This is an optimization exercise on Yosys and OpenROAD, whose aim is small area, not a production implementation. In this exercise RTL edits were held to simulation tests only and were not proved equivalent to the original. No activity file was given, so power comes from the tool's default toggle rates.

==> flow/design.v <==
`default_nettype none
package uart_pkg;
  localparam logic [1:0] UART_PARITY_NONE = 2'd0;
  localparam logic [1:0] UART_PARITY_EVEN = 2'd1;
  localparam logic [1:0] UART_PARITY_ODD  = 2'd2;
  localparam logic [1:0] UART_PARITY_RSVD = 2'd3;
  localparam logic [1:0] UART_STOP_1     = 2'd0;
  localparam logic [1:0] UART_STOP_2     = 2'd1;
  localparam logic [1:0] UART_STOP_RSVD0 = 2'd2;
  localparam logic [1:0] UART_STOP_RSVD1 = 2'd3;
  localparam logic [1:0] UART_DATA_5 = 2'd0;
  localparam logic [1:0] UART_DATA_6 = 2'd1;
  localparam logic [1:0] UART_DATA_7 = 2'd2;
  localparam logic [1:0] UART_DATA_8 = 2'd3;
endpackage
`default_nettype none
module uart_core (
    input wire clk,
    input wire rst_n,
    input  wire uart_rx_i,
    output wire uart_tx_o,
    input  wire uart_cts_i,
    output wire uart_rts_o,
    input wire        cfg_enable,
    input wire        cfg_rx_enable,
    input wire        cfg_tx_enable,
    input wire [31:0] cfg_baud_inc,
    input wire [ 1:0] cfg_parity_mode,
    input wire [ 1:0] cfg_stop_bits,
    input wire [ 1:0] cfg_data_bits,
    input wire        cfg_hw_flow_enable,
    input wire        ctrl_rx_fifo_clear,
    input wire        ctrl_tx_fifo_clear,
    input  wire       tx_byte_valid,
    output wire       tx_byte_ready,
    input  wire [7:0] tx_byte_data,
    output wire       rx_byte_valid,
    input  wire       rx_byte_ready,
    output wire [7:0] rx_byte_data,
    output wire rx_byte_frame_error,
    output wire rx_byte_parity_error,
    output wire rx_byte_break_detect,
    output wire [4:0] rx_fifo_level,
    output wire [4:0] tx_fifo_level,
    output wire rx_fifo_empty,
    output wire rx_fifo_full,
    output wire tx_fifo_empty,
    output wire tx_fifo_full,
    output wire rx_busy,
    output wire tx_busy,
    output wire cts_active,
    output wire rts_active,
    output wire cts_blocked,
    output wire event_rx_overrun,
    output wire event_rx_frame_error,
    output wire event_rx_parity_error,
    output wire event_rx_break_detect,
    output wire event_tx_done
);
  logic [31:0] acc_q;
  logic [ 3:0] os_cnt_q;
  logic        ot_q;   
  logic        bt_q;   
  logic [32:0] acc_c;
  logic [31:0] acc_s;
  logic        nco_run;
  assign nco_run  = rst_n & cfg_enable;
  assign acc_c[0] = 1'b0;
  for (genvar i = 0; i < 32; i++) begin : g_acc
    assign acc_s[i]   = acc_q[i] ^ cfg_baud_inc[i] ^ acc_c[i];
    assign acc_c[i+1] = (acc_q[i] & cfg_baud_inc[i]) | (acc_c[i] & (acc_q[i] ^ cfg_baud_inc[i]));
  end
  always_ff @(posedge clk) begin
    acc_q <= nco_run ? acc_s : 32'd0;
    ot_q  <= nco_run & acc_c[32];
    bt_q  <= nco_run & acc_c[32] & (&os_cnt_q);
    if (!nco_run) os_cnt_q <= 4'd0;
    else if (acc_c[32]) os_cnt_q <= os_cnt_q + 4'd1;
  end
  logic [2:0] rx_sync_q;
  logic [2:0] cts_sync_q;
  logic       rx;
  always_ff @(posedge clk) begin
    if (!rst_n) begin
      rx_sync_q  <= 3'b111;
      cts_sync_q <= 3'b000;
    end else begin
      rx_sync_q  <= {rx_sync_q[1:0], uart_rx_i};
      cts_sync_q <= {cts_sync_q[1:0], uart_cts_i};
    end
  end
  assign rx = rx_sync_q[2];
  localparam logic [2:0] R_IDLE = 3'd0, R_IDLEV = 3'd1, R_START = 3'd2, R_DATA = 3'd3,
                         R_PAR = 3'd4, R_STOP = 3'd5, R_DONE = 3'd6;
  logic [2:0] r_st_q;
  logic [3:0] r_cnt_q;
  logic [2:0] r_bi_q;
  logic [1:0] r_nd_q;     
  logic       r_ns_q;     
  logic       r_pen_q;    
  logic       r_podd_q;   
  logic [7:0] r_data_q;
  logic       r_fe_q;
  logic       r_pe_q;
  logic       r_armed_q;
  logic       r_idle;
  logic       r_valid;
  logic       r_brk;
  logic       r_full_tick;
  logic [7:0] r_data_shift;
  assign r_idle      = (r_st_q == R_IDLE) || (r_st_q == R_IDLEV);
  assign r_valid     = (r_st_q == R_IDLEV);
  assign r_full_tick = ot_q && (r_cnt_q == 4'd15);
  assign r_brk       = r_fe_q && (r_data_q == 8'd0);
  for (genvar j = 0; j < 8; j++) begin : g_rsh
    if (j < 4) begin : g_lo
      assign r_data_shift[j] = r_data_q[j+1];
    end else if (j < 7) begin : g_mid
      assign r_data_shift[j] = (r_nd_q == 2'(j - 4)) ? rx : r_data_q[j+1];
    end else begin : g_top
      assign r_data_shift[j] = (r_nd_q == 2'd3) ? rx : 1'b0;
    end
  end
  always_ff @(posedge clk) begin
    if (!rst_n) begin
      r_st_q    <= R_IDLE;
      r_armed_q <= 1'b1;
    end else begin
      case (r_st_q)
        R_IDLE, R_IDLEV: begin
          r_cnt_q <= 4'd0;
          r_bi_q  <= 3'd0;
          r_st_q  <= R_IDLE;
          if (rx) begin
            r_armed_q <= 1'b1;
          end else if (r_armed_q) begin
            r_armed_q <= 1'b0;
            if (cfg_enable && cfg_rx_enable) begin
              r_st_q   <= R_START;
              r_nd_q   <= cfg_data_bits;
              r_ns_q   <= (cfg_stop_bits == 2'd1);
              r_pen_q  <= cfg_parity_mode[0] ^ cfg_parity_mode[1];
              r_podd_q <= cfg_parity_mode[1];
            end
          end
        end
        R_START: begin
          if (ot_q) begin
            if (r_cnt_q == 4'd7) begin
              r_cnt_q <= 4'd0;
              r_st_q  <= rx ? R_IDLE : R_DATA;
            end else begin
              r_cnt_q <= r_cnt_q + 4'd1;
            end
          end
        end
        R_DATA: begin
          if (ot_q) r_cnt_q <= r_cnt_q + 4'd1;
          if (r_full_tick) begin
            r_data_q <= r_data_shift;
            r_pe_q   <= r_pen_q & (((r_bi_q == 3'd0) ? r_podd_q : r_pe_q) ^ rx);
            if (r_bi_q == {1'b1, r_nd_q}) begin
              r_bi_q <= 3'd0;
              r_st_q <= r_pen_q ? R_PAR : R_STOP;
            end else begin
              r_bi_q <= r_bi_q + 3'd1;
            end
          end
        end
        R_PAR: begin
          if (ot_q) r_cnt_q <= r_cnt_q + 4'd1;
          if (r_full_tick) begin
            r_pe_q <= r_pe_q ^ rx;
            r_st_q <= R_STOP;
          end
        end
        R_STOP: begin
          if (ot_q) r_cnt_q <= r_cnt_q + 4'd1;
          if (r_full_tick) begin
            r_fe_q <= !rx || (r_bi_q[0] && r_fe_q);
            if (r_bi_q[0] == r_ns_q) r_st_q <= R_DONE;
            else r_bi_q[0] <= 1'b1;
          end
        end
        R_DONE: begin
          r_st_q <= R_IDLEV;
        end
        default: begin
          r_st_q <= R_IDLE;
        end
      endcase
    end
  end
  logic [9:0] ring_q [0:15];
  logic [3:0] r_head_q;
  logic       r_pend_q;
  logic [4:0] r_lev_q;
  logic [9:0] r_din;
  logic [9:0] r_dout;
  logic       r_empty;
  logic       r_full;
  logic       r_pop;
  logic       r_push_ready;
  logic       r_push;
  logic [3:0] r_tail_pos;
  logic       r_wr;
  assign r_din        = {r_pe_q, r_fe_q, r_data_q};
  assign r_empty      = (r_lev_q == 5'd0);
  assign r_full       = r_lev_q[4];
  assign r_pop        = !r_empty && rx_byte_ready;
  assign r_push_ready = !r_full || r_pop;
  assign r_push       = r_valid && !ctrl_rx_fifo_clear && r_push_ready;
  assign r_tail_pos   = r_head_q - r_lev_q[3:0] + 4'd1;
  assign r_wr         = r_pend_q && (r_tail_pos == 4'd15);
  assign r_dout       = (r_pend_q && (r_lev_q == 5'd1)) ? r_din : ring_q[r_head_q];
  always_ff @(posedge clk) begin
    ring_q[0] <= r_wr ? r_din : ring_q[15];
    for (int k = 1; k < 16; k++) ring_q[k] <= ring_q[k-1];
    r_head_q <= r_head_q + {3'd0, !r_pop};
  end
  always_ff @(posedge clk) begin
    if (!rst_n) begin
      r_pend_q <= 1'b0;
      r_lev_q  <= 5'd0;
    end else begin
      if (r_push) r_pend_q <= 1'b1;
      else if (r_wr) r_pend_q <= 1'b0;
      if (ctrl_rx_fifo_clear) r_lev_q <= 5'd0;
      else if (r_push && !r_pop) r_lev_q <= r_lev_q + 5'd1;
      else if (r_pop && !r_push) r_lev_q <= r_lev_q - 5'd1;
    end
  end
  assign rx_byte_valid        = !r_empty;
  assign rx_byte_data         = r_dout[7:0];
  assign rx_byte_frame_error  = r_dout[8];
  assign rx_byte_parity_error = r_dout[9];
  assign rx_byte_break_detect = r_dout[8] && (r_dout[7:0] == 8'd0);
  assign rx_fifo_level        = r_lev_q;
  assign rx_fifo_empty        = r_empty;
  assign rx_fifo_full         = r_full;
  assign event_rx_overrun     = r_valid && !ctrl_rx_fifo_clear && !r_push_ready;
  assign event_rx_frame_error = r_valid && r_fe_q;
  assign event_rx_parity_error = r_valid && r_pe_q;
  assign event_rx_break_detect = r_valid && r_brk;
  assign rx_busy              = !r_idle;
  logic [7:0] tm_q [0:15];
  logic [4:0] t_lev_q;
  logic       t_empty;
  logic       t_full;
  logic       t_push_ready;
  logic       t_push;
  logic [7:0] t_head;
  logic       tx_start;
  assign t_empty      = (t_lev_q == 5'd0);
  assign t_full       = t_lev_q[4];
  assign t_push_ready = !t_full || tx_start;
  assign t_push       = tx_byte_valid && !ctrl_tx_fifo_clear && t_push_ready;
  assign t_head       = tm_q[t_lev_q[3:0] - 4'd1];
  always_ff @(posedge clk) begin
    if (t_push) begin
      tm_q[0] <= tx_byte_data;
      for (int k = 1; k < 16; k++) tm_q[k] <= tm_q[k-1];
    end
  end
  always_ff @(posedge clk) begin
    if (!rst_n || ctrl_tx_fifo_clear) t_lev_q <= 5'd0;
    else if (t_push && !tx_start) t_lev_q <= t_lev_q + 5'd1;
    else if (tx_start && !t_push) t_lev_q <= t_lev_q - 5'd1;
  end
  assign tx_byte_ready = t_push_ready && !ctrl_tx_fifo_clear;
  assign tx_fifo_level = t_lev_q;
  assign tx_fifo_empty = t_empty;
  assign tx_fifo_full  = t_full;
  localparam logic [2:0] T_IDLE = 3'd0, T_IDLED = 3'd1, T_START = 3'd2, T_DATA = 3'd3,
                         T_PAR = 3'd4, T_STOP = 3'd5;
  logic [2:0] t_st_q;
  logic [7:0] t_data_q;
  logic [2:0] t_bi_q;
  logic [1:0] t_nd_q;
  logic       t_ns_q;
  logic       t_pen_q;
  logic       t_par_q;
  logic       t_idle;
  logic       t_bit;
  logic       launch_wanted;
  logic       cts_ok;
  assign t_idle = (t_st_q == T_IDLE) || (t_st_q == T_IDLED);
  assign t_bit  = t_data_q[t_bi_q];
  always_ff @(posedge clk) begin
    if (!rst_n) begin
      t_st_q <= T_IDLE;
    end else begin
      case (t_st_q)
        T_IDLE, T_IDLED: begin
          t_bi_q <= 3'd0;
          t_st_q <= T_IDLE;
          if (tx_start) begin
            t_st_q   <= T_START;
            t_data_q <= t_head;
            t_nd_q   <= cfg_data_bits;
            t_ns_q   <= (cfg_stop_bits == 2'd1);
            t_pen_q  <= cfg_parity_mode[0] ^ cfg_parity_mode[1];
            t_par_q  <= cfg_parity_mode[1];
          end
        end
        T_START: begin
          if (bt_q) t_st_q <= T_DATA;
        end
        T_DATA: begin
          if (bt_q) begin
            t_par_q <= t_par_q ^ t_bit;
            if (t_bi_q == {1'b1, t_nd_q}) begin
              t_bi_q <= 3'd0;
              t_st_q <= t_pen_q ? T_PAR : T_STOP;
            end else begin
              t_bi_q <= t_bi_q + 3'd1;
            end
          end
        end
        T_PAR: begin
          if (bt_q) t_st_q <= T_STOP;
        end
        T_STOP: begin
          if (bt_q) begin
            if (t_bi_q[0] == t_ns_q) t_st_q <= T_IDLED;
            else t_bi_q[0] <= 1'b1;
          end
        end
        default: begin
          t_st_q <= T_IDLE;
        end
      endcase
    end
  end
  assign uart_tx_o     = (t_st_q == T_START) ? 1'b0 :
                         (t_st_q == T_DATA)  ? t_bit :
                         (t_st_q == T_PAR)   ? t_par_q : 1'b1;
  assign tx_busy       = !t_idle;
  assign event_tx_done = (t_st_q == T_IDLED);
  logic rts_q;
  assign cts_ok        = !cts_sync_q[2];
  assign launch_wanted = cfg_enable && cfg_tx_enable && !t_empty && t_idle;
  assign tx_start      = launch_wanted && (!cfg_hw_flow_enable || cts_ok) && bt_q;
  always_ff @(posedge clk) begin
    if (!rst_n) rts_q <= 1'b1;
    else if (!cfg_enable || !cfg_rx_enable) rts_q <= 1'b0;
    else if (!cfg_hw_flow_enable) rts_q <= 1'b1;
    else if (rts_q && (r_lev_q >= 5'd14)) rts_q <= 1'b0;
    else if (!rts_q && (r_lev_q <= 5'd8)) rts_q <= 1'b1;
  end
  assign cts_active  = !cfg_hw_flow_enable || cts_ok;
  assign cts_blocked = cfg_hw_flow_enable && launch_wanted && !cts_ok;
  assign rts_active  = cfg_hw_flow_enable ? rts_q : (cfg_enable && cfg_rx_enable);
  assign uart_rts_o  = !rts_active;
endmodule
==> flow/run.sh <==
#!/bin/bash
# synth_recipe.tcl (not shown) runs the flow's synth.tcl, then flattens the netlist and writes it again
# the make line also repeats each setting of config.mk as NAME=value (left out here)
make -C /OpenROAD-flow-scripts/flow DESIGN_CONFIG=/design/flow/config.mk WORK_HOME=/design/flow/orfs CLKGATE_MAP_FILE= SYNTH_SCRIPT=/design/flow/synth_recipe.tcl finish
==> flow/config.mk <==
export PLATFORM = sky130hd
export DESIGN_NAME = uart_core
export DESIGN_NICKNAME = uart_core
export VERILOG_FILES = /design/flow/design.v
export SDC_FILE = /design/flow/constraint.sdc
export NUM_CORES = 4
export LEC_CHECK = 0
export CAP_MARGIN = 20
export CORE_MARGIN = 2
export CORE_UTILIZATION = 40
export SLEW_MARGIN = 20
==> flow/constraint.sdc <==
create_clock -name core_clock -period 10.0 [get_ports {clk}]
set_input_delay 2.0000 -clock core_clock [delete_from_list [all_inputs] [get_ports {clk}]]
set_output_delay 2.0000 -clock core_clock [all_outputs]
set_load 0.01 [all_outputs]
==> results of run 1 <==
## layout make-up
class                   instances  area (sq um)
multi-input cells             725          5560
well taps                     518           648
repair buffers                113          1090
flip-flops and latches        393          9530
clock buffers                  62          1250
fillers                      3476         20000
clock inverters                14           169
inverters                      37           139
## worst max-delay path: cells and delay by family
kind          cells  cell delay, ns
simple gates      2            0.19
fa+ha+maj        32           10.67
buf+inv           2            0.16
xor+xnor          1            0.16
## per-stage QoR
step                 util  TNS [ns]  total power, mW  cell area [sq um]
floorplan               -    -31.10             2.34              15600
global placement    0.442    -42.80             2.60              16900
detailed placement  0.442    -45.20             2.60              16900
CTS                 0.479    -30.39             4.18              18400
global route        0.479    -32.94             4.32              18400
finish              0.479    -29.32             4.15              18400
## state kept, by name (all words and copies together) (netlist names), 4 cells and up
signal and flops:
ring_q 160, os_cnt_q 4, t_data_q 8, r_head_q 4, r_lev_q 5, r_data_q 8
tm_q 128, acc_q 32, r_cnt_q 4, t_lev_q 5
## layout by cell type (no fill, tap or decap), types with 7 or more instances in the layout
cell type and instances:
a21o_1 7, a21oi_1 58, a221oi_1 10, a22o_1 9
a22oi_1 19, a31oi_1 12, and2_1 9, and3_1 44
buf_4 16, clkbuf_1 9, clkbuf_16 43, clkbuf_8 10
clkdlybuf4s50_1 93, clkinv_2 7, dfxtp_1 224, edfxtp_1 166
fa_2 31, ha_1 20, inv_1 32, mux2_2 28
mux2i_1 38, nand2_1 56, nand2b_1 19, nand3_1 21
nor2_1 85, nor2b_1 17, nor3_1 18, o21ai_0 32
o22ai_1 12, or3_1 7, xnor2_1 18, xor2_1 12
## worst min path at each step
| stage | startpoint | to | slack (ns) | cells after the start |
|---|---|---|---|---|
| CTS | ring_q[8][5] | ring_q[9][5] | 0.34 | 0 |
| detailed placement | ring_q[8][1] | ring_q[9][1] | 0.33 | 0 |
| global route | ring_q[0][4] | ring_q[1][4] | 0.35 | 0 |
| global placement | ring_q[3][1] | ring_q[4][1] | 0.33 | 0 |
| finish | ring_q[12][9] | ring_q[13][9] | 0.33 | 0 |
| floorplan | ring_q[9][8] | ring_q[10][8] | 0.32 | 0 |
## layer usage
metal  wire (um)  up-vias  track usage  share of wire
met5           0        -            0              0
met4         818        0       0.0537          0.023
met3        2270       56       0.0343          0.064
met2       15700      343        0.263           0.44
met1       17000     4915        0.261           0.48
li1            -     4662            -              -
## timing repair
item,CTS,global route
endpoints found under the hold margin,0,0
pin swaps,5,3
resized for setup,7,0
buffers inserted,2,0
endpoints found under the setup margin,16,15
## power breakdown
group	total, mW	leakage, nW	switching (mW)	internal, mW
combinational	0.803	2.61	0.495	0.307
sequential	1.77	3.39	0.0455	1.73
clock	1.57	0.695	0.648	0.922
total	4.15	6.69	1.19	2.96
## kinds of logic after synthesis
group           after synthesis
mux                          73
compound gates              238
xor+xnor                     30
flops                       393
simple gates                329
fa+ha+maj                    55
buf+inv                     105
==> metrics.log, run 1 <==
INFO  metric netlist_top_cells_count = 227 x dfxtp_1, 166 x edfxtp_1, 85 x nor2_1, 58 x a21oi_1, 56 x nand2_1
INFO  metric ff2ff_setup_slack = -1.54 ns
INFO  metric worstSetupStartpoint = cfg_baud_inc[0]
INFO  metric setup.worst_path.end_class = register
INFO  metric ys_flop_type = dfxtp_1
INFO  metric dieArea = 40300 sq um
INFO  metric timing.critical_path.to = os_cnt_q[3]
INFO  metric failed_checks = setup timing
INFO  metric postSynthNetCount = 1335
INFO  metric cts-root-to-sink-buffers = 3
INFO  metric wl_per_cell = 19.2 um
INFO  metric syn_area_per_cell = 12.6 sq um
INFO  metric finClkSkew = 0.0245 ns
INFO  metric grt_usage = 0.177
INFO  metric detailed_placement_wirelength_estimate = 23100 um
INFO  metric run_status = complete, but fails checks
INFO  metric post-place-cells = approximately 1800
INFO  metric yosysTopAreaCellShare = 0.322
INFO  metric netlist.top_cell.by_area = edfxtp_1
INFO  metric cp-start-kind = input port
INFO  metric die_w = about 200 um
INFO  metric area_inside_the_core_boundary = 38400 sq um
INFO  metric drt_first_pass_iters = 5
INFO  metric yosys.area_share.xor_xnor = 0.0170
INFO  metric crit_required = around 10 ns
INFO  metric overall_via_count_from_detail_route = around 10000
INFO  metric maxCapViolCount = 0
INFO  metric worstMarginPinSlew = 1.14 ns
INFO  metric timing.setup.critical_path_class = in2reg
INFO  metric rows = 72
INFO  metric worst_path_max_delay_cell = fa_2
INFO  metric finalCriticalPeriod = 12.78 ns
INFO  metric detail_route.drc_violations = 0
INFO  metric drive_above_1_share = 0.132
INFO  metric power.ir.vdd_worst = about 0.00010 V
INFO  metric fin_crit_sh = 1.28
INFO  metric cts.hold.buffers_added = 0
INFO  metric setup_viol = 15
INFO  metric cts-buffers-inserted = 42
INFO  metric drt_wl_total = 35700 um
INFO  metric cts_tree = yes
INFO  metric clock_insertion_delay_worst_skew = 0.56 ns
INFO  metric synth_async_sr_flop_share = 0
INFO  metric final.hold.worst_slack = roughly 0.33 ns
INFO  metric post_layout_nonfiller_instances = 1862
INFO  metric relSlewSlack = 0.237
INFO  metric leakage = 6.69 nW
INFO  metric timing.rr.end = os_cnt_q[3]
INFO  metric grt_pass1_wl = 56600 um
INFO  metric synth-edff-count = 166
INFO  metric die_h = 201 um
INFO  metric slew_viol_final = 0
INFO  metric syn_area = 15500 sq um
INFO  metric setup_slack = -2.78 ns
INFO  metric clkSlewWorstSetupHoldPaths = 0.06 ns
INFO  metric synth_fa_ha_area_frac = 0.0603
INFO  metric synthesis.instances = 1223
INFO  metric initial_utilization = 0.403
INFO  metric synth.area.mux_share = 0.0537
INFO  metric max_freq = approximately 80 MHz
INFO  metric cts_num_sinks = between 300 and 400
INFO  metric regToRegStartpoint = acc_q[0]
INFO  metric finalWeightedCongestion = 0.809
INFO  metric syn_to_final_growth = 18.8%
INFO  metric yosys.area_share.simple = 0.114
INFO  metric synth_compound_gate_area_share = 0.107
INFO  metric critPathMaxFanout = 5
INFO  metric synth.most_common_cell = dfxtp_1
INFO  metric class_of_the_most_critical_hold_timing_path = reg2reg
INFO  metric yosys_warn_count = 3
INFO  metric critical_path.most_common_cell = fa_2
INFO  metric yosysUniqueCellTypes = 87
INFO  metric antenna_cells = 0
INFO  metric timing.critical_path.arrival = 13.22 ns
INFO  metric grt_start_max_net_pins = 66
INFO  metric grt_antenna_before_repair = 0
INFO  metric netlist_top_cells_area = edfxtp_1 32%, dfxtp_1 29%, fa_1 4.3%
INFO  metric timing.critical_path.slowest_cell_delay = 0.39 ns
INFO  metric synth_seq_area_share = 0.616
INFO  metric postSynthRegisterBits = 393
INFO  metric vias_per_cell = 5.36
INFO  metric detailedRoute.firstIterationViolations = 745
INFO  metric route.antenna.remaining_nets = 0
INFO  metric design.final.nets = 1424
INFO  metric clock_tree.root_cell = clkbuf_16
INFO  metric htree_levels = 2
INFO  metric i_o_pin_count = 97
INFO  metric dp_worst_setup_slack = -3.78 ns
INFO  metric rsz_0062_raised_after_global_routing = yes
INFO  metric endpoints_failing_hold = 0
INFO  metric numPortBuffers = 96
INFO  metric power_density = ~230 nW/um^2
INFO  metric synth_top_family_by_area = simple AND/OR/NAND/NOR gates
INFO  metric first_global_vias = slightly below 10000
INFO  metric timing.reg2reg.worst_path_depth = 36
INFO  metric globalRoute.totalOverflow = 0
==> inputs of run 2 (changes only) <==
--- a/flow/design.v
+++ b/flow/design.v
@@ -63,4 +63,8 @@
   logic        bt_q;   
-  logic [32:0] acc_c;
+  logic [16:0] acc_c;    
+  logic [32:16] acc_d;   
+  logic [32:16] acc_k;   
+  logic [31:16] acc_x;   
   logic [31:0] acc_s;
+  logic        acc_co;
   logic        nco_run;
@@ -68,3 +72,3 @@
   assign acc_c[0] = 1'b0;
-  for (genvar i = 0; i < 32; i++) begin : g_acc
+  for (genvar i = 0; i < 16; i++) begin : g_lo
     assign acc_s[i]   = acc_q[i] ^ cfg_baud_inc[i] ^ acc_c[i];
@@ -72,8 +76,17 @@
   end
+  assign acc_d[16] = 1'b0;
+  assign acc_k[16] = 1'b1;
+  for (genvar i = 16; i < 32; i++) begin : g_hi
+    assign acc_x[i]   = acc_q[i] ^ cfg_baud_inc[i] ^ acc_d[i];
+    assign acc_d[i+1] = (acc_q[i] & cfg_baud_inc[i]) | (acc_d[i] & (acc_q[i] ^ cfg_baud_inc[i]));
+    assign acc_k[i+1] = acc_k[i] & acc_x[i];
+    assign acc_s[i]   = acc_x[i] ^ (acc_c[16] & acc_k[i]);
+  end
+  assign acc_co = acc_d[32] | (acc_c[16] & acc_k[32]);
   always_ff @(posedge clk) begin
     acc_q <= nco_run ? acc_s : 32'd0;
-    ot_q  <= nco_run & acc_c[32];
-    bt_q  <= nco_run & acc_c[32] & (&os_cnt_q);
+    ot_q  <= nco_run & acc_co;
+    bt_q  <= nco_run & acc_co & (&os_cnt_q);
     if (!nco_run) os_cnt_q <= 4'd0;
-    else if (acc_c[32]) os_cnt_q <= os_cnt_q + 4'd1;
+    else if (acc_co) os_cnt_q <= os_cnt_q + 4'd1;
   end
==> run 2 against run 1 <==
  * The run now finishes clean
  * Fmax is 38% higher
  * Critical endpoint unchanged
  * Largest cell class unchanged
  * Largest power group unchanged
  * Hold slack better by 0.011 ns
  * Cell area hardly changed
  * Area after synthesis is 0.99% higher
  * Flip-flop and latch count stayed put
  * Worst setup slack better by 3.5 ns
==> metrics.log, run 2 <==
INFO  metric ff2ff_setup_slack = 2.35 ns (+3.89 ns)
INFO  metric power.ir.vdd_worst = 0.000124 V (+18%)
INFO  metric syn_area_per_cell = 12.4 sq um (-2.2%)
INFO  metric area_inside_the_core_boundary = 38600 sq um (+0.47%)
INFO  metric drt_first_pass_iters = 6 (+1)
INFO  metric whs_path_depth = 0 (unchanged)
INFO  metric fin_crit_sh = 0.926 (-0.352)
INFO  metric detailedRoute.firstIterationViolations = 701 (-5.9%)
INFO  metric synth_async_sr_flop_share = 0 (unchanged)
INFO  metric relSlewSlack = 0.298 (+0.0612)
INFO  metric htree_levels = 2 (unchanged)
INFO  metric die_h = 202 um (+0.48%)
INFO  metric clock_tree.root_cell = clkbuf_16
INFO  metric synth.most_common_cell = dfxtp_1
INFO  metric dieArea = 40700 sq um (+0.96%)
INFO  metric netlist_top_cells_area = edfxtp_1 32%, dfxtp_1 29%, fa_1 4.1%
INFO  metric postSynthNetCount = 1376 (+3.1%)
INFO  metric overall_via_count_from_detail_route = 10100 (+1.6%)
INFO  metric yosys_warn_count = 3 (unchanged)
INFO  metric clock_insertion_delay_worst_skew = 0.55 ns (about the same)
INFO  metric finalCriticalPeriod = 9.26 ns (-3.52 ns)
INFO  metric die_w = 202 um (+0.48%)
INFO  metric cts.hold.buffers_added = 0 (unchanged)
INFO  metric reg.largest.list = ring_q: 160 flops, tm_q: 128 flops, acc_q: 32 flops
INFO  metric grt_pass1_wl = 57000 um (+0.79%)
INFO  metric detailed_placement_wirelength_estimate = 23600 um (+2.1%)
INFO  metric rsz_0062_raised_after_global_routing = no
INFO  metric route.antenna.remaining_nets = 0 (unchanged)
INFO  metric mostFrequentLayoutCells = 225 x dfxtp_1, 166 x edfxtp_1, 96 x clkdlybuf4s50_1
INFO  metric setup.worst_path.end_class = register
INFO  metric numPortBuffers = 96 (unchanged)
INFO  metric netlist.top_cell.by_area = edfxtp_1
INFO  metric finalWeightedCongestion = 0.825 (+1.9%)
INFO  metric timing.setup.critical_path_class = in2reg
INFO  metric timing.reg2reg.worst_path_depth = 21 (-42%)
INFO  metric final_core_util = 0.477 (-0.00207)
INFO  metric rows = 72 (unchanged)
INFO  metric vias_per_cell = 5.33 (-0.57%)
INFO  metric ys_flop_type = dfxtp_1
INFO  metric drt_wl_total = 35800 um (about the same)
INFO  metric synth-edff-count = 166 (unchanged)
INFO  metric finClkSkew = 0.0118 ns (-0.0128 ns)
INFO  metric largest_reg_flops = 160 (unchanged)
INFO  metric initial_utilization = 0.405 (+0.00208)
INFO  metric first_global_vias = 10300 (+4.4%)
INFO  metric worstMarginPinSlew = 1.05 ns (-0.0932 ns)
INFO  metric run_status = no timing/DRC/antenna violations
INFO  metric i_o_pin_count = 97 (unchanged)
INFO  metric crit_required = 10.41 ns (-0.03 ns)
INFO  metric syn_area = 15600 sq um (+0.99%)
INFO  metric netlist_top_cells_count = 227 x dfxtp_1, 166 x edfxtp_1, 91 x nor2_1, 61 x nand2_1, 59 x inv_1
INFO  metric grt_start_max_net_pins = 70 (+6.1%)
INFO  metric class_of_the_most_critical_hold_timing_path = reg2reg
INFO  metric setup_viol = 0 (-15)
INFO  metric ctsResizeCount = 0 (-7)
INFO  metric design.final.nets = 1465 (+2.9%)
INFO  metric largest_register = ring_q
INFO  metric cts_tree = yes
INFO  metric critPathMaxFanout = 5 (unchanged)
INFO  metric synth_seq_area_share = 0.610 (-0.00602)
INFO  metric cts-root-to-sink-buffers = 3 (unchanged)
INFO  metric layout.cells.most_common = dfxtp_1
INFO  metric slew_viol_final = 0 (unchanged)
INFO  metric post-cts-setup-buffer-count = 0 (-2)
INFO  metric cp-start-kind = input port
INFO  metric grt_antenna_before_repair = 0 (unchanged)
INFO  metric antenna_cells = 0 (unchanged)
INFO  metric max_freq = 108 MHz (+38%)
INFO  metric maxCapViolCount = 0 (unchanged)
INFO  metric cts_num_sinks = 393 (unchanged)
INFO  metric syn_to_final_growth = 17.7%
INFO  metric grt_usage = 0.177 (+0.000565)
INFO  metric cts-buffers-inserted = 42 (unchanged)
INFO  metric yosysUniqueCellTypes = 81 (-6.9%)
INFO  metric synthesis.instances = 1263 (+3.3%)
INFO  metric timing.critical_path.arrival = 9.67 ns (-3.55 ns)
INFO  metric timing.setup.tns = 0 ns (+29.32 ns)
INFO  metric globalRoute.totalOverflow = 0 (unchanged)
INFO  metric power_density = 219 nW/um^2 (-3.1%)
INFO  metric endpoints_failing_hold = 0 (unchanged)
INFO  metric leakage = 6.71 nW (+0.26%)
INFO  metric clkSlewWorstSetupHoldPaths = 0.06 ns (about the same)
INFO  metric postSynthRegisterBits = 393 (unchanged)
INFO  metric wl_per_cell = 18.8 um (-2.1%)
INFO  metric drive_above_1_share = 0.0931 (-0.0393)
INFO  metric yosysTopAreaCellShare = 0.319 (-0.00315)
INFO  metric detail_route.drc_violations = 0 (unchanged)
## run 2: cell count changes after synthesis, sizes merged, moves of 6 or more
| cell | delta |
|---|---|
| a21oi | -10 |
| a22o | +8 |
| and2 | +8 |
| and3 | -14 |
| inv | +24 |
| mux2i | -11 |
| nor2 | +6 |
| nor3b | +6 |
| o21ai | +7 |
## run 2: through the flow
stage | setup slack [ns] | instances | power, mW | hold slack, ns | instance area, sq um
floorplan | 1.10 | 1263 | 2.27 | 0.323 | 15600
global placement | 0.415 | 1826 | 2.51 | 0.326 | 17000
detailed placement | 0.175 | 1826 | 2.52 | 0.332 | 17000
CTS | 0.734 | 1903 | 4.06 | 0.344 | 18400
global route | 0.441 | 1903 | 4.19 | 0.350 | 18400
finish | 0.739 | 1903 | 4.02 | 0.345 | 18400
## run 2: power by group
group	switching (mW)	internal [mW]
Sequential	0.0609	1.73
Clock	0.639	0.896
Combinational	0.429	0.269
## run 2: cells by family (layout without fill, tap and decap cells)
family,count (synthesis),in the layout,synth area share
adder cells (fa/ha/maj),56,56,0.0601
flip-flops,393,393,0.610
multiplexers,59,59,0.0454
XOR/XNOR,37,37,0.0207
AO/OA/AOI/OAI,254,254,0.114
buffers and inverters,124,246,0.0340
AND/OR/NAND/NOR,340,340,0.115
## run 2: path summary, 6_finish.rpt
check | end | from
worst min-delay path | ring_q[6][5] | ring_q[5][5]
worst min register to register | ring_q[6][5] | ring_q[5][5]
worst max register to register | os_cnt_q[3] | acc_q[16]
worst max-delay path | os_cnt_q[3] | cfg_baud_inc[16]
## run 2: per-layer routing
layer  part of all wire  global-route usage
met2               0.45               0.272
met4              0.028              0.0672
met1               0.46               0.251
met5                  0                   0
met3              0.059              0.0313
## run 2: critical path, cell delays in order
cell and delay (ns):
clkdlybuf4s50_1 0.46, ha_1 0.14, inv_1 0.05, fa_1 0.37, fa_1 0.39, fa_1 0.39
fa_1 0.39, fa_1 0.39, fa_1 0.39, fa_1 0.39, fa_1 0.40, fa_1 0.41
fa_1 0.40, fa_1 0.41, fa_1 0.40, fa_1 0.42, fa_1 0.42, fa_1 0.52
o41ai_4 0.51, nand4_1 0.18, xor2_1 0.18, nor2_1 0.06
## run 2: final cells by class
class / count / area [sq um]
clock inverter: 22 / 201
timing repair buffer: 110 / 1070
sequential: 393 / 9530
inverter: 59 / 221
fill: 3500 / 20200
tap: 518 / 648
clock buffer: 55 / 1150
multi-input combinational: 746 / 5570
==> inputs of run 3 (changes only) <==
--- a/flow/config.mk
+++ b/flow/config.mk
@@ -7,2 +7,3 @@
 export LEC_CHECK = 0
+export ABC_AREA = 1
 export CAP_MARGIN = 20
@@ -10,2 +11,3 @@
 export CORE_UTILIZATION = 40
+export CTS_BUF_LIST = sky130_fd_sc_hd__clkbuf_4
 export SLEW_MARGIN = 20
==> run 3 against run 2 <==
  * Fmax rose by 5.2%
  * Die area fell by 2.8%
  * Flip-flop and latch count did not move
  * Register-to-register slack improved by 0.21 ns
  * Combinational power rose by 21%
  * Core utilization rose by 0.27 points
  * Global-route usage fell by 0.72 points
  * Final cell count rose by 16%
  * Synthesized cell count rose by 14%
  * Largest cell class unchanged
==> metrics.log, run 3 <==
INFO  metric run_status = no timing/DRC/antenna violations
INFO  metric die_w = 199 um (-1.4%)
INFO  metric regToRegStartpoint = acc_q[0]
INFO  metric finalPower = 4.10 mW (+1.9%)
INFO  metric drive_above_1_share = 0.124 (+0.0305)
INFO  metric post-cts-setup-buffer-count = 0 (unchanged)
INFO  metric critical_path.most_common_cell = fa_1
INFO  metric syn_to_final_growth = 18.4%
INFO  metric grt.met3_usage = 0.0388 (+0.00757)
INFO  metric yosysUniqueCellTypes = 53 (-35%)
INFO  metric finalWeightedCongestion = 0.835 (+1.2%)
INFO  metric grt.busiest_layer = met2
INFO  metric timing.reg2reg.worst_path_depth = 28 (+33%)
INFO  metric critPathMaxFanout = 10 (+5)
INFO  metric yosysTopAreaCellShare = 0.328 (+0.00928)
INFO  metric postSynthRegisterBits = 393 (unchanged)
INFO  metric ctsResizeCount = 0 (unchanged)
INFO  metric rsz_0062_raised_after_global_routing = no
INFO  metric crit_required = 10.65 ns (+0.24 ns)
INFO  metric power_density = 228 nW/um^2 (+4.2%)
INFO  metric slew_viol_final = 0 (unchanged)
INFO  metric worst_path_max_delay_cell = clkdlybuf4s50_1
INFO  metric leakage = 7.34 nW (+9.4%)
INFO  metric dp_worst_setup_slack = 0.403 ns (+0.228 ns)
INFO  metric syn_area = 15200 sq um (-2.8%)
INFO  metric first_global_vias = 10500 (+2.0%)
INFO  metric reg.largest.list = ring_q: 160 flops, tm_q: 128 flops, acc_q: 32 flops
INFO  metric wl_per_cell = 14.8 um (-21%)
INFO  metric clock_tree.root_cell = clkbuf_4
INFO  metric route.antenna.remaining_nets = 0 (unchanged)
INFO  metric grt_pass1_wl = 52600 um (-7.8%)
INFO  metric largest_reg_flops = 160 (unchanged)
INFO  metric dieArea = 39500 sq um (-2.8%)
INFO  metric ys_flop_type = dfxtp_1
INFO  metric class_of_the_most_critical_hold_timing_path = reg2reg
INFO  metric worstMarginPinSlew = 1.00 ns (-0.0453 ns)
INFO  metric setup_slack = 1.19 ns (+0.455 ns)
INFO  metric netlist_top_cells_area = edfxtp_1 33%, dfxtp_1 30%, nand2_1 7.6%
INFO  metric finClkSkew = 0.0547 ns (+0.0429 ns)
INFO  metric final.hold.worst_slack = 0.307 ns (-0.0381 ns)
INFO  metric htree_levels = 3 (+1)
INFO  metric setup_viol = 0 (unchanged)
INFO  metric die_h = 199 um (-1.4%)
INFO  metric clock_insertion_delay_worst_skew = 0.77 ns (+0.22 ns)
INFO  metric post_layout_nonfiller_instances = 2210 (+16%)
INFO  metric finalCriticalPeriod = 8.81 ns (-0.455 ns)
INFO  metric cp-start-kind = input port
INFO  metric synth_async_sr_flop_share = 0 (unchanged)
INFO  metric global_route.usage.met1 = 0.231 (-0.0196)
INFO  metric area.sequential = 9530 sq um (about the same)
INFO  metric grt_antenna_before_repair = 1 (+1)
INFO  metric detailed_placement_wirelength_estimate = 21800 um (-7.2%)
INFO  metric detail_route.drc_violations = 0 (unchanged)
INFO  metric hold_path_end = ring_q[10][8]
INFO  metric mostFrequentLayoutCells = 306 x nand2_1, 227 x dfxtp_1, 182 x inv_1
INFO  metric drt_wl_total = 32800 um (-8.3%)
INFO  metric worstSetupStartpoint = cfg_baud_inc[0]
INFO  metric overall_via_count_from_detail_route = 10500 (+3.6%)
INFO  metric vias_per_cell = 4.75 (-11%)
INFO  metric endpoints_failing_hold = 0 (unchanged)
INFO  metric cts_num_sinks = 393 (unchanged)
INFO  metric grt_usage = 0.170 (-0.00722)
INFO  metric rows = 71 (-1.4%)
INFO  metric multi_input_area = 4850 sq um (-13%)
INFO  metric timing.setup.critical_path_class = in2reg
INFO  metric final_cell_area = 18000 sq um (-2.2%)
INFO  metric dpl_cell_area = 16700 sq um (-1.8%)
INFO  metric maxCapViolCount = 0 (unchanged)
INFO  metric hp-start = ring_q[9][8]
INFO  metric synthesis.instances = 1445 (+14%)
INFO  metric timing.critical_path.slowest_cell_delay = 0.41 ns (-0.11 ns)
INFO  metric cts-buffers-inserted = 101 (+140%)
INFO  metric timing.critical_path.arrival = 9.45 ns (-0.22 ns)
INFO  metric design.final.nets = 1743 (+19%)
INFO  metric i_o_pin_count = 97 (unchanged)
INFO  metric power.ir.vdd_worst = 0.0000937 V (-24%)
INFO  metric timing.setup.tns = 0 ns (unchanged)
INFO  metric nFillCells = 3572 (+2.1%)
INFO  metric area_inside_the_core_boundary = 37500 sq um (-2.8%)
INFO  metric fin_crit_sh = 0.881 (-0.0455)
INFO  metric postSynthNetCount = 1558 (+13%)
INFO  metric timing.rr.end = os_cnt_q[1]
INFO  metric relSlewSlack = 0.331 (+0.0328)
INFO  metric numPortBuffers = 96 (unchanged)
INFO  metric detailedRoute.firstIterationViolations = 686 (-2.1%)
INFO  metric largest_register = ring_q
INFO  metric grt_start_max_net_pins = 83 (+19%)
INFO  metric yosys_warn_count = 3 (unchanged)
INFO  metric cts.hold.buffers_added = 0 (unchanged)
INFO  metric synth-edff-count = 166 (unchanged)
INFO  metric max_freq = 114 MHz (+5.2%)
INFO  metric post-place-cells = 2038 (+12%)
INFO  metric buffering_stage_count_on_the_worst_path_with_inverters_included = 1 (-1)
INFO  metric setup.worst_path.end_class = register
INFO  metric globalRoute.totalOverflow = 0 (unchanged)
INFO  metric final_core_util = 0.480 (+0.00268)
INFO  metric cts-root-to-sink-buffers = 3 (unchanged)
INFO  metric netlist_top_cells_count = 306 x nand2_1, 227 x dfxtp_1, 182 x inv_1, 166 x edfxtp_1, 127 x nor2_1
INFO  metric initial_utilization = 0.405 (about the same)
INFO  metric whs_path_depth = 0 (unchanged)
INFO  metric synth_seq_area_share = 0.628 (+0.0177)
INFO  metric cts_tree = yes
INFO  metric netlist.top_cell.by_area = edfxtp_1
INFO  metric syn_area_per_cell = 10.5 sq um (-15%)
INFO  metric clkSlewWorstSetupHoldPaths = 0.06 ns (about the same)
INFO  metric synth.most_common_cell = nand2_1
INFO  metric grt_util_met2 = 0.261 (-0.0108)
INFO  metric ff2ff_setup_slack = 2.56 ns (+0.21 ns)
INFO  metric drt_first_pass_iters = 5 (-1)
INFO  metric layout.cells.most_common = nand2_1
INFO  metric critical-path-top-delay-family = adder cells
[run 3: how the worst max path moves through the flow]
| stage | to | slack [ns] | depth (start not counted) |
|---|---|---|---|
| floorplan | os_cnt_q[0] | 1.19 | 28 |
| finish | os_cnt_q[1] | 1.19 | 29 |
| global placement | os_cnt_q[0] | 0.60 | 29 |
| global route | os_cnt_q[0] | 0.88 | 29 |
| detailed placement | os_cnt_q[1] | 0.40 | 29 |
| CTS | os_cnt_q[1] | 1.26 | 29 |
[run 3: layer usage]
layer | up-vias | part of all wire
met2 | 276 | 0.46
met5 | - | 0
met3 | 49 | 0.054
met1 | 4927 | 0.47
li1 | 5248 | -
met4 | 0 | 0.021
[run 3: cell families (layout without fill, tap and decap cells)]
| group | Yosys count | in the layout | share of synthesized area |
|---|---|---|---|
| AND/OR/NAND/NOR | 600 | 600 | 0.180 |
| flip-flops | 393 | 393 | 0.628 |
| buffers and inverters | 208 | 461 | 0.0530 |
| AO/OA/AOI/OAI | 170 | 170 | 0.0670 |
| adder cells (fa/ha/maj) | 55 | 55 | 0.0612 |
| XOR/XNOR | 18 | 18 | 0.0104 |
| multiplexers | 1 | 1 | 0.000659 |
| other | 0 | 1 | 0 |
[run 3: layout make-up]
type | instances | share of cell area
diodes | 1 | 0.000139
clock inverters | 27 | 0.00947
inverters | 191 | 0.0399
clock buffers | 144 | 0.0601
flip-flops and latches | 393 | 0.530
repair buffers | 99 | 0.0547
multi-input cells | 844 | 0.270
well taps | 511 | 0.0356
[run 3: worst reg2reg max path: cells and delay by family, from the launching register on]
| family | cells | cell delay, ns |
|---|---|---|
| flops | 1 | 0.31 |
| fa+ha+maj | 16 | 6.08 |
| simple gates | 12 | 0.95 |
[run 3: where the power goes]
part           switching [mW]  internal [mW]  leakage [nW]
clock network           0.626          0.711         0.748
logic                   0.518          0.327          3.20
registers               0.102           1.81          3.39
total                    1.25           2.85          7.34
==> inputs of run 4 (changes only) <==
--- a/flow/config.mk
+++ b/flow/config.mk
@@ -10,4 +10,3 @@
 export CORE_MARGIN = 2
-export CORE_UTILIZATION = 40
-export CTS_BUF_LIST = sky130_fd_sc_hd__clkbuf_4
+export CORE_UTILIZATION = 60
 export SLEW_MARGIN = 20
==> run 4 against run 3 <==
  * Clock-buffer cell count is 88 lower
  * Largest power group unchanged
  * Largest cell class unchanged
  * Register-to-register slack better by 0.04 ns
  * Non-clock buffer count is 1 lower
==> metrics.log, run 4 <==
INFO  metric run_status = no timing/DRC/antenna violations
INFO  metric area_inside_the_core_boundary = 25000 sq um (-33%)
INFO  metric initial_utilization = 0.606 (+0.201)
INFO  metric dieArea = 26600 sq um (-33%)
INFO  metric area.sequential = 9530 sq um (unchanged)
INFO  metric power_report.internal_total = 3.07 mW (+7.8%)
INFO  metric drt_first_pass_iters = 5 (unchanged)
INFO  metric syn_to_final_growth = 17.6%
INFO  metric yosysTopAreaCellShare = 0.328 (unchanged)
INFO  metric synth_async_sr_flop_share = 0 (unchanged)
INFO  metric finClkSkew = 0.0251 ns (-0.0296 ns)
INFO  metric setup_viol = 0 (unchanged)
INFO  metric vias_per_cell = 5.41 (+14%)
INFO  metric i_o_pin_count = 97 (unchanged)
INFO  metric endpoints_failing_hold = 0 (unchanged)
INFO  metric worst_path_max_delay_cell = fa_1
INFO  metric route.antenna.remaining_nets = 0 (unchanged)
INFO  metric grt_pass1_wl = 51500 um (-2.1%)
INFO  metric synth-edff-count = 166 (unchanged)
INFO  metric layout.cells.most_common = nand2_1
INFO  metric clock_tree.root_cell = clkbuf_16
INFO  metric antenna_cells = 0 (-1)
INFO  metric timing.critical_path.slowest_cell_delay = 0.41 ns (about the same)
INFO  metric power.switching = 1.24 mW (-0.31%)
INFO  metric ys_flop_type = dfxtp_1
INFO  metric detail_route.drc_violations = 0 (unchanged)
INFO  metric die_h = 163 um (-18%)
INFO  metric max_freq = 111 MHz (-2.4%)
INFO  metric syn_area_per_cell = 10.5 sq um (unchanged)
INFO  metric postSynthRegisterBits = 393 (unchanged)
INFO  metric cts_num_sinks = 393 (unchanged)
INFO  metric grt_start_max_net_pins = 76 (-8.4%)
INFO  metric cts.hold.buffers_added = 0 (unchanged)
INFO  metric cp-start-kind = input port
INFO  metric worstMarginPinSlew = 1.00 ns (+0.00127 ns)
INFO  metric power.ir.vdd_worst = 0.000246 V (+160%)
INFO  metric largest_register = ring_q
INFO  metric reg.largest.list = ring_q: 160 flops, tm_q: 128 flops, acc_q: 32 flops
INFO  metric setup.worst_path.end_class = register
INFO  metric yosys_warn_count = 3 (unchanged)
INFO  metric rows = 58 (-18%)
INFO  metric fin_crit_sh = 0.902 (+0.0216)
INFO  metric postSynthNetCount = 1558 (unchanged)
INFO  metric synth_seq_area_share = 0.628 (unchanged)
INFO  metric cts-root-to-sink-buffers = 3 (unchanged)
INFO  metric cts-buffers-inserted = 40 (-60%)
INFO  metric final_cell_area = 17900 sq um (-0.65%)
INFO  metric finalPower = 4.31 mW (+5.4%)
INFO  metric relSlewSlack = 0.330 (-0.000844)
INFO  metric post-cts-setup-buffer-count = 0 (unchanged)
INFO  metric finalCriticalPeriod = 9.02 ns (+0.216 ns)
INFO  metric netlist_top_cells_count = 306 x nand2_1, 227 x dfxtp_1, 182 x inv_1, 166 x edfxtp_1, 127 x nor2_1
INFO  metric clkSlewWorstSetupHoldPaths = 0.06 ns (about the same)
INFO  metric class_of_the_most_critical_hold_timing_path = reg2reg
INFO  metric detailedRoute.firstIterationViolations = 1004 (+46%)
INFO  metric grt_antenna_before_repair = 0 (-1)
INFO  metric globalRoute.totalOverflow = 0 (unchanged)
INFO  metric overall_via_count_from_detail_route = 10400 (-0.66%)
INFO  metric netlist_top_cells_area = edfxtp_1 33%, dfxtp_1 30%, nand2_1 7.6%
INFO  metric mostFrequentLayoutCells = 306 x nand2_1, 227 x dfxtp_1, 182 x inv_1
INFO  metric critical_path.most_common_cell = fa_1
INFO  metric critPathMaxFanout = 10 (unchanged)
INFO  metric slew_viol_final = 0 (unchanged)
INFO  metric die_w = 163 um (-18%)
INFO  metric htree_levels = 2 (-1)
INFO  metric share_comb_of_total_power = 0.197 (-0.009)
INFO  metric drive_above_1_share = 0.0713 (-0.0524)
INFO  metric switching_share = 0.288 (-0.0164)
INFO  metric timing.setup.tns = 0 ns (unchanged)
INFO  metric part_of_the_total_power_dissipated_in_the_clock_network = 0.359 (+0.033)
INFO  metric m1WireLength = 15000 um (-2.5%)
INFO  metric numPortBuffers = 96 (unchanged)
INFO  metric wl_per_cell = 16.7 um (+13%)
INFO  metric ctsResizeCount = 0 (unchanged)
INFO  metric synthesis.instances = 1445 (unchanged)
INFO  metric highest-signal-layer = met4
INFO  metric nFillCells = 1834 (-49%)
INFO  metric design.final.nets = 1681 (-3.6%)
INFO  metric maxCapViolCount = 0 (unchanged)
INFO  metric largest_reg_flops = 160 (unchanged)
INFO  metric timing.setup.critical_path_class = in2reg
INFO  metric timing.critical_path.arrival = 9.43 ns (-0.02 ns)
INFO  metric dpl_cell_area = 16500 sq um (-1.4%)
INFO  metric drt_wl_total = 32200 um (-1.6%)
INFO  metric cts_tree = yes
INFO  metric detailed_placement_wirelength_estimate = 21300 um (-2.3%)
INFO  metric multi_input_area = 4850 sq um (-0.10%)
INFO  metric clock_insertion_delay_worst_skew = 0.54 ns (-0.23 ns)
INFO  metric power.share.sequential = 0.444 (-0.023)
INFO  metric route.met2.wl = 14300 um (-4.5%)
INFO  metric netlist.top_cell.by_area = edfxtp_1
INFO  metric leakage = 7.26 nW (-1.1%)
INFO  metric crit_required = 10.41 ns (-0.24 ns)
INFO  metric finalWeightedCongestion = 0.833 (-0.24%)
INFO  metric yosysUniqueCellTypes = 53 (unchanged)
INFO  metric grt_usage = 0.248 (+0.0776)
INFO  metric syn_area = 15200 sq um (unchanged)
INFO  metric met3_wirelength = 2250 um (+27%)
INFO  metric rsz_0062_raised_after_global_routing = no
INFO  metric first_global_vias = 9843 (-5.9%)
INFO  metric power_density = 242 nW/um^2 (+6.0%)
INFO  metric synth.most_common_cell = nand2_1
-- run 4: cell counts after synthesis --
No cell type changed its count.
-- run 4: kinds of logic after synthesis --
family,share of synthesized area
AO/OA/AOI/OAI,0.0670
XOR/XNOR,0.0104
adder cells (fa/ha/maj),0.0612
buffers and inverters,0.0530
flip-flops,0.628
multiplexers,0.000659
AND/OR/NAND/NOR,0.180
-- run 4: area by class of cell --
type | instances | share of cell area
inverter | 191 | 0.0401
timing repair buffer | 98 | 0.0546
tap | 330 | 0.0231
clock buffer | 56 | 0.0640
sequential | 393 | 0.534
clock inverter | 17 | 0.0130
multi-input combinational | 844 | 0.272
-- run 4: critical path, delay by kind of cell --
kind,cells,cell delay (ns)
adder cells (fa/ha/maj),16,6.06
buffers and inverters,1,0.40
AND/OR/NAND/NOR,12,0.96
-- run 4: path summary, 6_finish.rpt --
check / startpoint / end / slack (ns) / cells past startpoint
hold / removal: ring_q[14][1] / ring_q[15][1] / 0.33 / 0
hold reg to reg: ring_q[14][1] / ring_q[15][1] / 0.33 / 0
setup / recovery: cfg_baud_inc[0] / bt_q / 0.98 / 29
setup reg to reg: acc_q[0] / bt_q / 2.60 / 28
-- run 4: per-layer routing --
layer	vias up	global-route usage
met5	-	0
met4	0	0.0728
met3	66	0.0432
met2	346	0.373
met1	4954	0.371
li1	5065	-
-- run 4: power groups by stage --
| stage | Combinational, mW | Sequential [mW] | Clock [mW] |
|---|---|---|---|
| 6_report | 0.848 | 1.92 | 1.55 |
| 5_1_grt | 0.950 | 1.93 | 1.63 |
| 4_1_cts | 0.844 | 1.92 | 1.56 |
| 3_5_place_dp | 0.839 | 1.95 | 0 |
| 3_3_place_gp | 0.826 | 1.95 | 0 |
| 2_1_floorplan | 0.558 | 1.92 | 0 |
-- run 4: through the flow --
step | instances | hold WS, ns | setup slack [ns] | utilization
after global routing | 1929 | 0.338 | 0.622 | 0.713
after global placement | 1856 | 0.329 | 0.555 | 0.658
after CTS | 1929 | 0.338 | 0.986 | 0.713
final | 1929 | 0.328 | 0.979 | 0.713
after floorplan | 1445 | 0.324 | 1.19 | -
after detailed placement | 1856 | 0.332 | 0.448 | 0.658
==> inputs of run 5 (changes only) <==
--- a/flow/config.mk
+++ b/flow/config.mk
@@ -10,3 +10,3 @@
 export CORE_MARGIN = 2
-export CORE_UTILIZATION = 60
+export CORE_UTILIZATION = 40
 export SLEW_MARGIN = 20
==> run 5 against run 4 <==
  * Worst setup slack worse by 0.0073 ns
  * Global-route usage down 8.2 points
  * Fmax about the same
  * Cell area up 1.7%
  * Non-clock buffer count up 1
  * Power up 0.64%
  * Clock skew down 0.0017 ns
  * Sequential power about the same
  * Critical path depth unchanged
  * Wire length about the same
  * Final cell count up 9.5%
  * Clock power about the same
  * Largest cell class unchanged
==> metrics.log, run 5 <==
INFO  metric route.antenna.remaining_nets = 0 (unchanged)
INFO  metric synth.most_common_cell = nand2_1
INFO  metric syn_area_per_cell = 10.5 sq um (unchanged)
INFO  metric netlist_top_cells_count = 306 x nand2_1, 227 x dfxtp_1, 182 x inv_1, 166 x edfxtp_1, 127 x nor2_1
INFO  metric critical-path-top-delay-family = adder cells
INFO  metric max_freq = 111 MHz (about the same)
INFO  metric cts-root-to-sink-buffers = 3 (unchanged)
INFO  metric netlist.top_cell.by_area = edfxtp_1
INFO  metric overall_via_count_from_detail_route = 10200 (-2.5%)
INFO  metric grt_antenna_before_repair = 0 (unchanged)
INFO  metric drt_first_pass_iters = 5 (unchanged)
INFO  metric post_layout_nonfiller_instances = 2113 (+9.5%)
INFO  metric synthesis.instances = 1445 (unchanged)
INFO  metric finalCriticalPeriod = 9.03 ns (+0.00735 ns)
INFO  metric endpoints_failing_hold = 0 (unchanged)
INFO  metric whs_path_depth = 0 (unchanged)
INFO  metric timing.critical_path.arrival = 9.47 ns (+0.04 ns)
INFO  metric cts_num_sinks = 393 (unchanged)
INFO  metric clkSlewWorstSetupHoldPaths = 0.06 ns (about the same)
INFO  metric reg.largest.list = ring_q: 160 flops, tm_q: 128 flops, acc_q: 32 flops
INFO  metric postSynthRegisterBits = 393 (unchanged)
INFO  metric crit_required = 10.44 ns (+0.03 ns)
INFO  metric largest_register = ring_q
INFO  metric timing.setup.critical_path_class = in2reg
INFO  metric class_of_the_most_critical_hold_timing_path = reg2reg
INFO  metric htree_levels = 2 (unchanged)
INFO  metric die_h = 199 um (+22%)
INFO  metric timing.critical_path.slowest_cell_delay = 0.41 ns (about the same)
INFO  metric power.ir.vdd_worst = 0.000163 V (-34%)
INFO  metric syn_area = 15200 sq um (unchanged)
INFO  metric detailed_placement_wirelength_estimate = 21800 um (+2.3%)
INFO  metric final.hold.worst_slack = 0.341 ns (+0.0132 ns)
INFO  metric i_o_pin_count = 97 (unchanged)
INFO  metric worst_path_max_delay_cell = clkdlybuf4s50_1
INFO  metric ctsResizeCount = 0 (unchanged)
INFO  metric buffering_stage_count_on_the_worst_path_with_inverters_included = 1 (unchanged)
INFO  metric leakage = 7.30 nW (+0.53%)
INFO  metric path_depth = 29 (unchanged)
INFO  metric first_global_vias = 9954 (+1.1%)
INFO  metric yosys_warn_count = 3 (unchanged)
INFO  metric drt_wl_total = 32200 um (about the same)
INFO  metric power_density = 239 nW/um^2 (-1.1%)
INFO  metric synth_seq_area_share = 0.628 (unchanged)
INFO  metric rows = 71 (+22%)
INFO  metric grt_start_max_net_pins = 83 (+9.2%)
INFO  metric vias_per_cell = 4.81 (-11%)
INFO  metric largest_reg_flops = 160 (unchanged)
INFO  metric ys_flop_type = dfxtp_1
INFO  metric synth-edff-count = 166 (unchanged)
INFO  metric area_inside_the_core_boundary = 37500 sq um (+50%)
INFO  metric drive_above_1_share = 0.0755 (+0.00424)
INFO  metric critical_path.most_common_cell = fa_1
INFO  metric finalWeightedCongestion = 0.835 (+0.24%)
INFO  metric post-place-cells = 2038 (+9.8%)
INFO  metric grt_usage = 0.166 (-0.0818)
INFO  metric postSynthNetCount = 1558 (unchanged)
INFO  metric design.final.nets = 1683 (+0.12%)
INFO  metric cts_tree = yes
INFO  metric detailedRoute.firstIterationViolations = 711 (-29%)
INFO  metric fin_crit_sh = 0.903 (about the same)
INFO  metric numPortBuffers = 96 (unchanged)
INFO  metric maxCapViolCount = 0 (unchanged)
INFO  metric cp-start-kind = input port
INFO  metric worstMarginPinSlew = 1.01 ns (+0.00260 ns)
INFO  metric detail_route.drc_violations = 0 (unchanged)
INFO  metric slew_viol_final = 0 (unchanged)
INFO  metric timing.reg2reg.worst_path_depth = 28 (unchanged)
INFO  metric grt_pass1_wl = 51600 um (+0.31%)
INFO  metric antenna_cells = 0 (unchanged)
INFO  metric run_status = no timing/DRC/antenna violations
INFO  metric yosysTopAreaCellShare = 0.328 (unchanged)
INFO  metric dieArea = 39500 sq um (+49%)
INFO  metric timing.setup.tns = 0 ns (unchanged)
INFO  metric syn_to_final_growth = 19.7%
INFO  metric die_w = 199 um (+22%)
INFO  metric relSlewSlack = 0.328 (-0.00173)
INFO  metric layout.cells.most_common = nand2_1
INFO  metric setup.worst_path.end_class = register
INFO  metric post-cts-setup-buffer-count = 0 (unchanged)
INFO  metric globalRoute.totalOverflow = 0 (unchanged)
INFO  metric wl_per_cell = 15.2 um (-8.8%)
INFO  metric setup_viol = 0 (unchanged)
INFO  metric critPathMaxFanout = 10 (unchanged)
INFO  metric cts-buffers-inserted = 41 (+2.5%)
INFO  metric nFillCells = 3492 (+90%)
INFO  metric initial_utilization = 0.405 (-0.201)
INFO  metric ff2ff_setup_slack = 2.56 ns (-0.04 ns)
INFO  metric yosysUniqueCellTypes = 53 (unchanged)
INFO  metric cts.hold.buffers_added = 0 (unchanged)
INFO  metric clock_insertion_delay_worst_skew = 0.55 ns (about the same)
INFO  metric clock_tree.root_cell = clkbuf_16
INFO  metric mostFrequentLayoutCells = 306 x nand2_1, 227 x dfxtp_1, 182 x inv_1
INFO  metric netlist_top_cells_area = edfxtp_1 33%, dfxtp_1 30%, nand2_1 7.6%
INFO  metric synth_async_sr_flop_share = 0 (unchanged)
INFO  metric finClkSkew = 0.0234 ns (-0.00171 ns)
INFO  metric rsz_0062_raised_after_global_routing = no
[run 5: path summary, 6_finish.rpt]
path	start	to
hold reg to reg	ring_q[9][8]	ring_q[10][8]
setup reg to reg	acc_q[0]	os_cnt_q[2]
setup / recovery	cfg_baud_inc[0]	os_cnt_q[2]
hold / removal	ring_q[9][8]	ring_q[10][8]
[run 5: kinds of logic after synthesis]
family,after synthesis,synth area share
simple gates,600,0.180
flops,393,0.628
buf+inv,208,0.0530
compound gates,170,0.0670
fa+ha+maj,55,0.0612
xor+xnor,18,0.0104
mux,1,0.000659
[run 5: worst register-to-register path: cells and delay by family (launching register included)]
family,cells,cell delay [ns]
adder cells (fa/ha/maj),16,6.07
flip-flops,1,0.30
AND/OR/NAND/NOR,12,0.97
[run 5: layer usage]
layer,vias up,global-route usage,part of all wire
met2,230,0.259,0.45
met5,-,0,0
li1,5067,-,-
met1,4815,0.234,0.48
met3,59,0.0275,0.048
met4,0,0.0558,0.025
[run 5: where the power goes]
part           switching, mW  total (mW)  internal (mW)
combinational          0.519       0.845          0.327
sequential             0.102        1.91           1.81
clock                  0.637        1.58          0.946
total                   1.26        4.34           3.08
[run 5: final cells by class]
cell class | instances | area [sq um] | area share
Clock buffer | 54 | 1180 | 0.0648
Clock inverter | 21 | 268 | 0.0147
Inverter | 191 | 717 | 0.0395
Multi-Input combinational cell | 844 | 4850 | 0.267
Sequential cell | 393 | 9530 | 0.524
Tap cell | 511 | 639 | 0.0352
Timing Repair Buffer | 99 | 983 | 0.0541
[run 5: metrics by stage]
| stage | area, sq um | power, mW | util | setup WS [ns] |
|---|---|---|---|---|
| global route | 18200 | 4.57 | 0.485 | 0.603 |
| detailed placement | 16700 | 2.79 | 0.446 | 0.403 |
| global placement | 16700 | 2.77 | 0.446 | 0.603 |
| floorplan | 15200 | 2.47 | - | 1.19 |
| finish | 18200 | 4.34 | 0.485 | 0.971 |
| CTS | 18200 | 4.39 | 0.485 | 0.987 |
==> inputs of run 6 (changes only) <==
--- a/flow/config.mk
+++ b/flow/config.mk
@@ -11,2 +11,5 @@
 export CORE_UTILIZATION = 40
+export CTS_BUF_LIST = sky130_fd_sc_hd__clkbuf_16
+export CTS_CLUSTER_DIAMETER = 100
+export CTS_CLUSTER_SIZE = 30
 export SLEW_MARGIN = 20
==> run 6 against run 5 <==
  * Flip-flop and latch count did not move
  * Largest power group unchanged
  * Highest routed layer unchanged
  * Final cell count fell by 2.3%
  * Power fell by 18%
  * Sequential power barely moved
  * Still clean
==> metrics.log, run 6 <==
INFO  metric htree_levels = 1 (-1)
INFO  metric critical_path.most_common_cell = fa_1
INFO  metric final_core_util = 0.459 (-0.0253)
INFO  metric reg.largest.list = ring_q: 160 flops, tm_q: 128 flops, acc_q: 32 flops
INFO  metric post_layout_nonfiller_instances = 2065 (-2.3%)
INFO  metric syn_to_final_growth = 13.4%
INFO  metric synth_async_sr_flop_share = 0 (unchanged)
INFO  metric grt_start_max_net_pins = 83 (unchanged)
INFO  metric wl_per_cell = 15.2 um (-0.36%)
INFO  metric post-place-cells = 2038 (unchanged)
INFO  metric timing.critical_path.slowest_cell_delay = 0.41 ns (about the same)
INFO  metric clkSlewWorstSetupHoldPaths = 0.11 ns (+0.05 ns)
INFO  metric synth_seq_area_share = 0.628 (unchanged)
INFO  metric ys_flop_type = dfxtp_1
INFO  metric synth_fa_ha_area_frac = 0.0612 (unchanged)
INFO  metric share_comb_of_total_power = 0.237 (+0.042)
INFO  metric power.ir.vdd_worst = 0.000128 V (-21%)
INFO  metric run_status = no timing/DRC/antenna violations
INFO  metric grt_usage = 0.160 (-0.00543)
INFO  metric finalCriticalPeriod = 9.04 ns (+0.00730 ns)
INFO  metric power_report.internal_total = 2.46 mW (-20%)
INFO  metric leakage = 6.86 nW (-6.1%)
INFO  metric crit_required = 10.41 ns (-0.03 ns)
INFO  metric cts.hold.buffers_added = 0 (unchanged)
INFO  metric finalWeightedCongestion = 0.835 (unchanged)
INFO  metric netlist_top_cells_area = edfxtp_1 33%, dfxtp_1 30%, nand2_1 7.6%
INFO  metric finClkSkew = 0.0233 ns (-0.0000912 ns)
INFO  metric post-cts-setup-buffer-count = 0 (unchanged)
INFO  metric fin_crit_sh = 0.904 (about the same)
INFO  metric worst_path_max_delay_cell = clkdlybuf4s50_1
INFO  metric initial_utilization = 0.405 (unchanged)
INFO  metric worstMarginPinSlew = 1.01 ns (+0.00406 ns)
INFO  metric ctsResizeCount = 0 (unchanged)
INFO  metric maxCapViolCount = 0 (unchanged)
INFO  metric yosysUniqueCellTypes = 53 (unchanged)
INFO  metric area_inside_the_core_boundary = 37500 sq um (unchanged)
INFO  metric setup_viol = 0 (unchanged)
INFO  metric postSynthRegisterBits = 393 (unchanged)
INFO  metric design.final.nets = 1659 (-1.4%)
INFO  metric yosys.area_share.xor_xnor = 0.0104 (unchanged)
INFO  metric switching_share = 0.311 (+0.0214)
INFO  metric timing.reg2reg.worst_path_depth = 28 (unchanged)
INFO  metric synthesis.instances = 1445 (unchanged)
INFO  metric mostFrequentLayoutCells = 306 x nand2_1, 227 x dfxtp_1, 188 x inv_1
INFO  metric syn_area_per_cell = 10.5 sq um (unchanged)
INFO  metric timing.critical_path.arrival = 9.45 ns (-0.02 ns)
INFO  metric dpl_cell_area = 16700 sq um (unchanged)
INFO  metric critPathMaxFanout = 10 (unchanged)
INFO  metric synth_top_family_by_area = simple AND/OR/NAND/NOR gates
INFO  metric syn_area = 15200 sq um (unchanged)
INFO  metric whs_path_depth = 0 (unchanged)
INFO  metric power_density = 207 nW/um^2 (-13%)
INFO  metric cts-root-to-sink-buffers = 3 (unchanged)
INFO  metric antenna_cells = 0 (unchanged)
INFO  metric die_h = 199 um (unchanged)
INFO  metric relSlewSlack = 0.326 (-0.00270)
INFO  metric cts_num_sinks = 393 (unchanged)
INFO  metric cp-start-kind = input port
INFO  metric detailedRoute.firstIterationViolations = 747 (+5.1%)
INFO  metric synth.area.mux_share = 0.000659 (unchanged)
INFO  metric postSynthNetCount = 1558 (unchanged)
INFO  metric netlist_top_cells_count = 306 x nand2_1, 227 x dfxtp_1, 182 x inv_1, 166 x edfxtp_1, 127 x nor2_1
INFO  metric rsz_0062_raised_after_global_routing = no
INFO  metric final_cell_area = 17200 sq um (-5.2%)
INFO  metric worstSetupStartpoint = cfg_baud_inc[0]
INFO  metric synth_compound_gate_area_share = 0.0670 (unchanged)
INFO  metric drt_first_pass_iters = 7 (+2)
INFO  metric die_w = 199 um (unchanged)
INFO  metric cts_tree = yes
INFO  metric clock_insertion_delay_worst_skew = 0.53 ns (-0.02 ns)
INFO  metric vias_per_cell = 4.82 (+0.23%)
run 6: cell types whose count changed in the layout (fill, tap and decap cells not counted), moves of 5 or more:
cell and change:
clkbuf_16 -26, clkbuf_8 -6, inv_1 +6, clkbuf_1 -5, clkinv_2 -5
run 6: cells by family (layout without fill, tap and decap cells):
logic type,Yosys count,after routing
AND/OR/NAND/NOR,600,600
flip-flops,393,393
buffers and inverters,208,317
AO/OA/AOI/OAI,170,170
adder cells (fa/ha/maj),55,55
XOR/XNOR,18,18
multiplexers,1,1
run 6: critical path, delay by kind of cell:
kind / cells / cell delay [ns]
adder cells (fa/ha/maj): 16 / 6.09
AND/OR/NAND/NOR: 12 / 0.94
buffers and inverters: 1 / 0.41
run 6: power by group through the flow:
stage | registers, mW | logic, mW | clock network (mW)
floorplan | 1.92 | 0.558 | 0
global placement | 1.94 | 0.833 | 0
detailed placement | 1.95 | 0.844 | 0
CTS | 1.91 | 0.848 | 0.841
global route | 1.93 | 0.944 | 0.892
finish | 1.91 | 0.844 | 0.812
run 6: routing by layer:
layer  GRT usage  share of wire
met1       0.233           0.49
met2       0.257           0.45
met3      0.0185          0.038
met4      0.0384          0.021
met5           0              0
run 6: final timing paths:
path | endpoint | slack [ns]
worst min-delay path | ring_q[1][3] | 0.35
worst max-delay path | os_cnt_q[0] | 0.96
worst max register to register | os_cnt_q[0] | 2.55
worst min register to register | ring_q[1][3] | 0.35
run 6: area by class of cell:
| class | count | area (sq um) | area share |
|---|---|---|---|
| clock buffer | 17 | 425 | 0.0247 |
| tap | 511 | 639 | 0.0371 |
| multi-input combinational | 844 | 4850 | 0.282 |
| inverter | 191 | 717 | 0.0416 |
| timing repair buffer | 99 | 983 | 0.0571 |
| clock inverter | 10 | 71.3 | 0.00414 |
| sequential | 393 | 9530 | 0.553 |
run 6: through the flow:
| step | hold slack, ns | setup slack (ns) | power, mW |
|---|---|---|---|
| global placement | 0.325 | 0.603 | 2.77 |
| floorplan | 0.324 | 1.19 | 2.47 |
| global route | 0.360 | 0.582 | 3.76 |
| detailed placement | 0.330 | 0.403 | 2.79 |
| finish | 0.352 | 0.964 | 3.57 |
| CTS | 0.351 | 0.964 | 3.60 |

[static timing again, ports no longer ideal]
Ports are ideal in the flow. The routed layouts listed here were re-timed in OpenROAD. Step 1 (the two cells are an assumption about what drives the block):
set clk [get_ports {clk}]
set_driving_cell -lib_cell sky130_fd_sc_hd__clkbuf_16 $clk
set_driving_cell -lib_cell sky130_fd_sc_hd__buf_2 [delete_from_list [all_inputs] $clk]
Step 2 adds t to the input delays and takes it off the output delays; t is the mean of the earliest and latest rising clock arrival at the registers after step 1. Input paths then give back, and output paths get back, about the clock's delay inside the block. Slacks: no drivers / after step 1 / after step 2; pairs: no drivers / after step 1.
| run | t, ns | setup WS [ns] | worst slew at a driven data input, ns |
|---|---|---|---|
| run 1 | 0.600 | -2.776 / -2.758 / -3.358 | 0.09 |
| run 2 | 0.599 | 0.739 / 0.766 / 0.167 | 0.05 |
| run 3 | 0.784 | 1.194 / 1.216 / 0.432 | 0.05 |
| run 4 | 0.574 | 0.979 / 1.008 / 0.434 | 0.05 |
| run 5 | 0.595 | 0.971 / 1.002 / 0.407 | 0.05 |
| run 6 | 0.568 | 0.964 / 0.993 / 0.425 | 0.05 |
For run 3, which loses most, drivers alone change the setup slack by +0.022 ns; drivers and shift together by -0.762 ns.
